Source: an optimization exercise on an open RTL-to-GDS flow (aim: small area). Production flows keep margins and buffers that such runs may drop. The RTL was checked by simulation tests, not by an equivalence proof against the original design. The clock port is modelled as an ideal driver; clocking choices that lean on that would not hold on a real chip.

## apb_convolver
module apb_convolver(
    input  logic                      HCLK,
    input  logic                      HRESETn,
    input  logic               [11:0] PADDR,
    input  logic               [31:0] PWDATA,
    input  logic                      PWRITE,
    input  logic                      PSEL,
    input  logic                      PENABLE,
    output logic               [31:0] PRDATA,
    output logic                      PREADY,
    output logic                      PSLVERR,
    output logic               [3:0]  irq_o,
    output logic                      mem_wen_n,
    output logic               [10:0] mem_addr,
    output logic               [31:0] mem_wdata,
    input  logic               [31:0] mem_rdata
    );
For scale: about 1500 cells after synthesis, ~160 I/O pins.
clock: 10.0 ns
lec_check: 0
abc_area: 1
cap_margin: 20
core_margin: 2
core_utilization: 60
gpl_timing_driven: 0
slew_margin: 20
standard.sh (not shown) runs the stock make flow with config.mk's settings and CLKGATE_MAP_FILE= SYNTH_SCRIPT=/design/flow/synth_recipe.tcl, a recipe that flattens the netlist after the stock synthesis.
==> flow/flow/run.sh <==
#!/bin/bash
# Own layout flow, built on the standard ORFS flow (standard.sh):
#  1. the standard synthesis, unchanged (standard.sh synth);
#  2. flow/polarity.py rewrites the synthesised netlist's inverters: full adders are
#     self-dual and many gates have a complementary cell, so it picks their polarities to
#     need fewer inverters (registers and the logic function are unchanged);
#  3. the standard floorplan and placement, with port buffers of sky130_fd_sc_hd__buf_1
#     (instead of clkdlybuf4s50_1);
#  5. the rest of the standard flow.
# Each tool's full output goes to a log file of its own in the work folder (flow_*.log);
# ORFS's per-step logs are under orfs/logs/.
set -euo pipefail
RES=orfs/results/${FLOW_PLATFORM}/apb_convolver/base
LIB=${FLOW_HOME}/platforms/${FLOW_PLATFORM}/lib/sky130_fd_sc_hd__tt_025C_1v80.lib
BP="BUFFER_PORTS_ARGS=-buffer_cell sky130_fd_sc_hd__buf_1"

# synthesis: the standard synthesis script, with only its ABC mapping script replaced
# by flow/abc.script (area-oriented mapping); registers are mapped before ABC runs, so they
# are the standard synthesis's registers.
sed "s#log_cmd abc {\*}\$abc_args#lset abc_args [expr {[lsearch \$abc_args -script] + 1}] $PWD/flow/abc.script\n  log_cmd abc {*}\$abc_args#" \
  ${FLOW_HOME}/scripts/synth.tcl > synth_own.tcl
sed "s#source \$::env(SCRIPTS_DIR)/synth.tcl#source $PWD/synth_own.tcl#" synth_recipe.tcl > synth_recipe_own.tcl
bash standard.sh "SYNTH_SCRIPT=$PWD/synth_recipe_own.tcl" synth > flow_synth.log 2>&1
cp ${RES}/1_2_yosys.v ${RES}/1_2_yosys.standard.v
python3 flow/polarity.py ${RES}/1_2_yosys.standard.v ${RES}/1_2_yosys.pol.v ${LIB} > flow_polarity.log 2>&1
cp ${RES}/1_2_yosys.pol.v ${RES}/1_2_yosys.v
rm -f ${RES}/1_synth.odb ${RES}/1_synth.sdc

bash standard.sh "$BP" place > flow_place.log 2>&1

BASE="-sink_clustering_enable -repair_clock_nets -dont_use_dummy_load"
TRIALS=(
  "-buf_list sky130_fd_sc_hd__clkbuf_4 -sink_clustering_size 8 -sink_clustering_max_diameter 80"
  "-buf_list sky130_fd_sc_hd__clkbuf_4 -sink_clustering_size 10 -sink_clustering_max_diameter 60"
  "-buf_list sky130_fd_sc_hd__clkbuf_4 -sink_clustering_size 8 -sink_clustering_max_diameter 60"
  "-buf_list sky130_fd_sc_hd__clkbuf_8 -sink_clustering_size 14 -sink_clustering_max_diameter 60"
  "-buf_list sky130_fd_sc_hd__clkbuf_4 -sink_clustering_size 10 -sink_clustering_max_diameter 35"
  "-buf_list sky130_fd_sc_hd__clkbuf_8 -sink_clustering_size 10 -sink_clustering_max_diameter 60"
)
best_args="$BASE -buf_list sky130_fd_sc_hd__clkbuf_4"
best_area=1e9
: > flow_cts_trials.log
for i in "${!TRIALS[@]}"; do
  args="$BASE ${TRIALS[$i]}"
  line=$(CTS_TRY_ARGS="$args" CTS_TRY_ODB=${RES}/3_place.odb CTS_TRY_SDC=${RES}/3_place.sdc \
         openroad -no_init -exit flow/cts_trial.tcl 2>&1 | tee -a flow_cts_trials.log | grep CTS_TRIAL || true)
  echo "trial $i: $args -> $line" >> flow_cts_trials.log
  area=$(echo "$line" | awk '{print $3}'); slew=$(echo "$line" | awk '{print $5}')
  if [[ -n "$area" && -n "$slew" ]] && awk -v s="$slew" -v a="$area" -v b="$best_area" 'BEGIN{exit !(s < 0.112 && a < b)}'; then
    best_area=$area; best_args="$args"
  fi
done
echo "chosen: $best_args (clock cells $best_area um2)" >> flow_cts_trials.log

bash standard.sh "$BP" "CTS_ARGS=$best_args" finish > flow_layout.log 2>&1
==> flow/flow/abc.script <==
strash
ifraig
dch -f
amap -m -F 4 -A 8
topo
Other scripts of this flow, unchanged in this note and not shown: flow/flow/cts_trial.tcl, flow/flow/polarity.py
Change:
==> flow/flow/abc.script (replaced) <==
strash
dch -f
amap
topo
--- a/flow/config.mk
+++ b/flow/config.mk
@@ -10,4 +10,3 @@
 export CORE_MARGIN = 2
-export CORE_UTILIZATION = 60
-export GPL_TIMING_DRIVEN = 0
+export CORE_UTILIZATION = 40
 export SLEW_MARGIN = 20
After rerunning:
- first-iteration DRC count fell by 21%
- global-route usage fell by 10 points
- clock-buffer cell count rose by 1
- design area rose by 1.1%
- non-clock buffer count rose by 23
- worst setup slack improved by 0.19 ns
Change:
==> flow/flow/abc.script (replaced) <==
strash
ifraig
dch -f
amap -m
topo
--- a/flow/config.mk
+++ b/flow/config.mk
@@ -10,3 +10,3 @@
 export CORE_MARGIN = 2
-export CORE_UTILIZATION = 40
+export CORE_UTILIZATION = 60
 export SLEW_MARGIN = 20
Cell area drops by 0.61%.
Sequential cell count is unchanged.
Wire length came out lower by 5.7%.
Non-clock buffer count stays the same.
Global-route usage went up by 11 points.
Change:
==> flow/flow/abc.script (replaced) <==
strash
dch -f
amap
topo
--- a/flow/config.mk
+++ b/flow/config.mk
@@ -10,3 +10,4 @@
 export CORE_MARGIN = 2
-export CORE_UTILIZATION = 60
+export CORE_UTILIZATION = 40
+export GPL_TIMING_DRIVEN = 0
 export SLEW_MARGIN = 20
The changed run ran to the end with no violations.
Routed wire length is higher by a few percent.
Design area grows by a few percent.
Worst setup slack got worse by 0.28 ns.
Core utilization decreases by 21 points.
Final cell count went up by a little under a tenth.
Clock-buffer cell count falls by 1.


v6:
Another version of the RTL of apb_convolver (not shown whole).
For scale: about 1,300 cells after synthesis, about 160 I/O pins, ~0.017 sq mm of cells after synthesis.
==> flow/config.mk <==
export PLATFORM = sky130hd
export DESIGN_NAME = apb_convolver
export DESIGN_NICKNAME = apb_convolver
export VERILOG_FILES = /design/flow/design.v
export SDC_FILE = /design/flow/constraint.sdc
export NUM_CORES = 4
export LEC_CHECK = 0
export ABC_AREA = 1
export CAP_MARGIN = 20
export CORE_MARGIN = 2
export CORE_UTILIZATION = 60
export SLEW_MARGIN = 20
==> flow/constraint.sdc <==
create_clock -name core_clock -period 10.0 [get_ports {HCLK}]
set_input_delay 2.0000 -clock core_clock [delete_from_list [all_inputs] [get_ports {HCLK}]]
set_output_delay 2.0000 -clock core_clock [all_outputs]
set_load 0.01 [all_outputs]
==> flow/flow/run.sh <==
#!/bin/bash
# Own layout flow, built on the standard ORFS flow (standard.sh):
#  1. the standard synthesis (standard.sh synth, synth_recipe.tcl), with only the ABC
#     mapping script replaced by flow/abc.script (area-oriented mapping); the registers are
#     mapped before ABC runs, so they are the standard synthesis's registers;
#  2. flow/polarity.py rewrites the synthesised netlist's inverters: full adders are
#     self-dual and many gates have a complementary cell, so it picks their polarities to
#     need fewer inverters (registers and the logic function are unchanged);
#  3. the standard floorplan and placement, with port buffers of sky130_fd_sc_hd__buf_1
#     (instead of clkdlybuf4s50_1);
#  5. the rest of the standard flow.
# Each tool's full output goes to a log file of its own in the work folder (flow_*.log);
# ORFS's per-step logs are under orfs/logs/.
set -euo pipefail
RES=orfs/results/${FLOW_PLATFORM}/apb_convolver/base
LIB=${FLOW_HOME}/platforms/${FLOW_PLATFORM}/lib/sky130_fd_sc_hd__tt_025C_1v80.lib
BP="BUFFER_PORTS_ARGS=-buffer_cell sky130_fd_sc_hd__buf_1"

# synthesis: the standard synthesis script, with only its ABC mapping script replaced
# by flow/abc.script (area-oriented mapping); registers are mapped before ABC runs, so they
# are the standard synthesis's registers.
sed "s#log_cmd abc {\*}\$abc_args#lset abc_args [expr {[lsearch \$abc_args -script] + 1}] $PWD/flow/abc.script\n  log_cmd abc {*}\$abc_args#" \
  ${FLOW_HOME}/scripts/synth.tcl > synth_own.tcl
sed "s#source \$::env(SCRIPTS_DIR)/synth.tcl#source $PWD/synth_own.tcl#" synth_recipe.tcl > synth_recipe_own.tcl
bash standard.sh "SYNTH_SCRIPT=$PWD/synth_recipe_own.tcl" synth > flow_synth.log 2>&1
cp ${RES}/1_2_yosys.v ${RES}/1_2_yosys.standard.v
python3 flow/polarity.py ${RES}/1_2_yosys.standard.v ${RES}/1_2_yosys.pol.v ${LIB} > flow_polarity.log 2>&1
cp ${RES}/1_2_yosys.pol.v ${RES}/1_2_yosys.v
rm -f ${RES}/1_synth.odb ${RES}/1_synth.sdc

bash standard.sh "$BP" place > flow_place.log 2>&1

BASE="-sink_clustering_enable -repair_clock_nets -dont_use_dummy_load"
TRIALS=(
  "-buf_list sky130_fd_sc_hd__clkbuf_4 -sink_clustering_size 8 -sink_clustering_max_diameter 80"
  "-buf_list sky130_fd_sc_hd__clkbuf_4 -sink_clustering_size 10 -sink_clustering_max_diameter 60"
  "-buf_list sky130_fd_sc_hd__clkbuf_4 -sink_clustering_size 8 -sink_clustering_max_diameter 60"
  "-buf_list sky130_fd_sc_hd__clkbuf_8 -sink_clustering_size 14 -sink_clustering_max_diameter 60"
  "-buf_list sky130_fd_sc_hd__clkbuf_4 -sink_clustering_size 10 -sink_clustering_max_diameter 35"
  "-buf_list sky130_fd_sc_hd__clkbuf_8 -sink_clustering_size 10 -sink_clustering_max_diameter 60"
)
best_args="$BASE -buf_list sky130_fd_sc_hd__clkbuf_4"
best_area=1e9
: > flow_cts_trials.log
for i in "${!TRIALS[@]}"; do
  args="$BASE ${TRIALS[$i]}"
  line=$(CTS_TRY_ARGS="$args" CTS_TRY_ODB=${RES}/3_place.odb CTS_TRY_SDC=${RES}/3_place.sdc \
         openroad -no_init -exit flow/cts_trial.tcl 2>&1 | tee -a flow_cts_trials.log | grep CTS_TRIAL || true)
  echo "trial $i: $args -> $line" >> flow_cts_trials.log
  area=$(echo "$line" | awk '{print $3}'); slew=$(echo "$line" | awk '{print $5}')
  if [[ -n "$area" && -n "$slew" ]] && awk -v s="$slew" -v a="$area" -v b="$best_area" 'BEGIN{exit !(s < 0.108 && a < b)}'; then
    best_area=$area; best_args="$args"
  fi
done
echo "chosen: $best_args (clock cells $best_area um2)" >> flow_cts_trials.log

bash standard.sh "$BP" "CTS_ARGS=$best_args" finish > flow_layout.log 2>&1
Other scripts of this flow, unchanged in this note and not shown: flow/flow/abc.script, flow/flow/cts_trial.tcl, flow/flow/polarity.py
For v7, these inputs were changed with respect to v6:
diff --git a/flow/flow/run.sh b/flow/flow/run.sh
--- a/flow/flow/run.sh
+++ b/flow/flow/run.sh
@@ -2,5 +2,3 @@
 # Own layout flow, built on the standard ORFS flow (standard.sh):
-#  1. the standard synthesis (standard.sh synth, synth_recipe.tcl), with only the ABC
-#     mapping script replaced by flow/abc.script (area-oriented mapping); the registers are
-#     mapped before ABC runs, so they are the standard synthesis's registers;
+#  1. the standard synthesis, unchanged (standard.sh synth);
 #  2. flow/polarity.py rewrites the synthesised netlist's inverters: full adders are
Notes after the runs:
From v7 to v6, number of core rows did not move at all.
Reported for v6 and v7, filler-free cell count of the finished design turned out identical to the last digit.
Worst-case hold slack: v7 vs v6 identical
v6 -> v7: count of boundary I/O pins delta 0, exact match
As far as met3 usage goes, v6 and v7 are indistinguishable; the numbers are identical.
Comparing v7 with v6, the maximum frequency came out essentially unchanged.
From v7 to v6, headroom to the max-slew limit did not move at all.
Compared with v6, in v7 final clock period utilization by the worst path barely changed, total standard cell area after synthesis barely changed.


## oak
Another version of the RTL of apb_convolver (not shown whole).
Size: about 260 flip-flops, about 160 I/O pins, roughly 20000 um2 of cells after synthesis.
// apb_convolver
module apb_convolver(
    input  logic                      HCLK,
    input  logic                      HRESETn,
    input  logic               [11:0] PADDR,
    input  logic               [31:0] PWDATA,
    input  logic                      PWRITE,
    input  logic                      PSEL,
    input  logic                      PENABLE,
    output logic               [31:0] PRDATA,
    output logic                      PREADY,
    output logic                      PSLVERR,
    output logic               [3:0]  irq_o,
    output logic                      mem_wen_n,
    output logic               [10:0] mem_addr,
    output logic               [31:0] mem_wdata,
    input  logic               [31:0] mem_rdata
    );
export LEC_CHECK = 0
export CAP_MARGIN = 20
export CORE_MARGIN = 2
export CORE_UTILIZATION = 40
export SLEW_MARGIN = 20
create_clock -name core_clock -period 10.0 [get_ports {HCLK}]
run.sh (not shown) runs the stock make flow with config.mk's settings and CLKGATE_MAP_FILE= SYNTH_SCRIPT=/design/flow/synth_recipe.tcl, a recipe that flattens the netlist after the stock synthesis.
Stock flow here: none of the scripts above is used.
oak: all stages complete, timing, DRC and antenna checks passed
The inputs of pine differ from those of oak as listed below.
==> flow/flow/run.sh (new file) <==
#!/bin/bash
# Own layout flow: the standard ORFS flow (standard.sh, standard synthesis unchanged),
# with two placement/CTS arguments changed:
#  - port buffers are sky130_fd_sc_hd__buf_1 instead of the default clkdlybuf4s50_1;
#  - CTS uses clkbuf_4 buffers and no dummy loads.
# The full make output goes to flow_make.log in the work folder; ORFS's per-step logs are
# under orfs/logs/.
set -euo pipefail
bash standard.sh \
  "BUFFER_PORTS_ARGS=-buffer_cell sky130_fd_sc_hd__buf_1" \
  "CTS_ARGS=-sink_clustering_enable -repair_clock_nets -dont_use_dummy_load -buf_list sky130_fd_sc_hd__clkbuf_4" \
  finish > flow_make.log 2>&1
==> flow/standard.sh (new file) <==
#!/bin/bash
# synth_recipe.tcl (not shown) runs the flow's synth.tcl, then flattens the netlist and writes it again
# the make line also repeats each setting of config.mk as NAME=value (left out here)
make -C /OpenROAD-flow-scripts/flow DESIGN_CONFIG=/design/flow/config.mk WORK_HOME=/design/flow/orfs CLKGATE_MAP_FILE= SYNTH_SCRIPT=/design/flow/synth_recipe.tcl "${@:-finish}"
removed: flow/run.sh
Results
[pine] critical path depth rose about 3.7% relative to oak
Initial antenna violation count (lower): oak
From oak to pine the numbers moved as follows: wire length of the first global-routing pass +1300 um, clock buffer count from CTS +about 160%.
pine ended up with register to register as its kind of critical path; oak ended up with input port to register.
For birch, these inputs were changed with respect to pine:
# pine
export LEC_CHECK = 0
export CAP_MARGIN = 20
export CORE_MARGIN = 2
export CORE_UTILIZATION = 40
export SLEW_MARGIN = 20
create_clock -name core_clock -period 10.0 [get_ports {HCLK}]
# birch
export LEC_CHECK = 0
export CAP_MARGIN = 20
export CORE_MARGIN = 2
export CORE_UTILIZATION = 40
export CTS_BUF_LIST = sky130_fd_sc_hd__clkbuf_2 sky130_fd_sc_hd__clkbuf_4
export CTS_CLUSTER_SIZE = 30
export SLEW_MARGIN = 20
create_clock -name core_clock -period 10.0 [get_ports {HCLK}]
==> flow/run.sh (new file) <==
#!/bin/bash
# synth_recipe.tcl (not shown) runs the flow's synth.tcl, then flattens the netlist and writes it again
# the make line also repeats each setting of config.mk as NAME=value (left out here)
make -C /OpenROAD-flow-scripts/flow DESIGN_CONFIG=/design/flow/config.mk WORK_HOME=/design/flow/orfs CLKGATE_MAP_FILE= SYNTH_SCRIPT=/design/flow/synth_recipe.tcl finish
removed: flow/flow/run.sh
removed: flow/standard.sh
### Flow results
- Min flip-flop and latch share of the layout cell area across pine and birch: birch
- Going from pine to birch, vias per cell shrank by a few percent.
- Looking only at met1 usage in global routing, and setting everything else aside, the lower value of pine and birch goes to pine.
- Compared pine against birch; global-route usage within noise.

-- port drivers added, routing unchanged --
Ports are ideal in the flow. The routed layouts listed here were re-timed in OpenROAD. Step 1, drivers: a clkbuf_16 drives HCLK and a buf_2 each remaining input, both assumed. Step 2, shift: input delay + t, output delay - t, t = (earliest + latest rising clock arrival at the registers) / 2. This alone moves slack from input paths to output paths. Slacks: ideal / step 1 / step 2; pairs: ideal / step 1.
| run | t (ns) | setup WS [ns] | worst register clock-pin slew, ns | cell pins on the clock port's net |
|---|---|---|---|---|
| the first run of note 1 | 0.716 | 0.208 / 0.236 / -0.480 | 0.11 / 0.11 | 1 |
| the second run of note 1 | 0.787 | 0.396 / 0.396 / -0.005 | 0.10 / 0.10 | 1 |
| the third run of note 1 | 0.736 | 0.482 / 0.482 / -0.001 | 0.11 / 0.11 | 1 |
| the fourth run of note 1 | 0.784 | 0.204 / 0.204 / -0.421 | 0.11 / 0.11 | 1 |
| v6 | 0.701 | 0.568 / 0.568 / -0.058 | 0.10 / 0.10 | 1 |
| v7 | 0.701 | 0.568 / 0.568 / -0.058 | 0.10 / 0.10 | 1 |
| oak | 0.653 | 0.688 / 0.719 / 0.066 | 0.07 / 0.07 | 1 |
| pine | 0.834 | 0.992 / 0.992 / 0.309 | 0.07 / 0.07 | 1 |
| birch | 0.859 | 0.922 / 0.948 / 0.090 | 0.08 / 0.08 | 1 |
Met with ideal ports but missed after step 2: setup timing in 6 of these runs. For birch, which loses most, drivers alone change the setup slack by +0.026 ns; drivers and shift together by -0.832 ns.
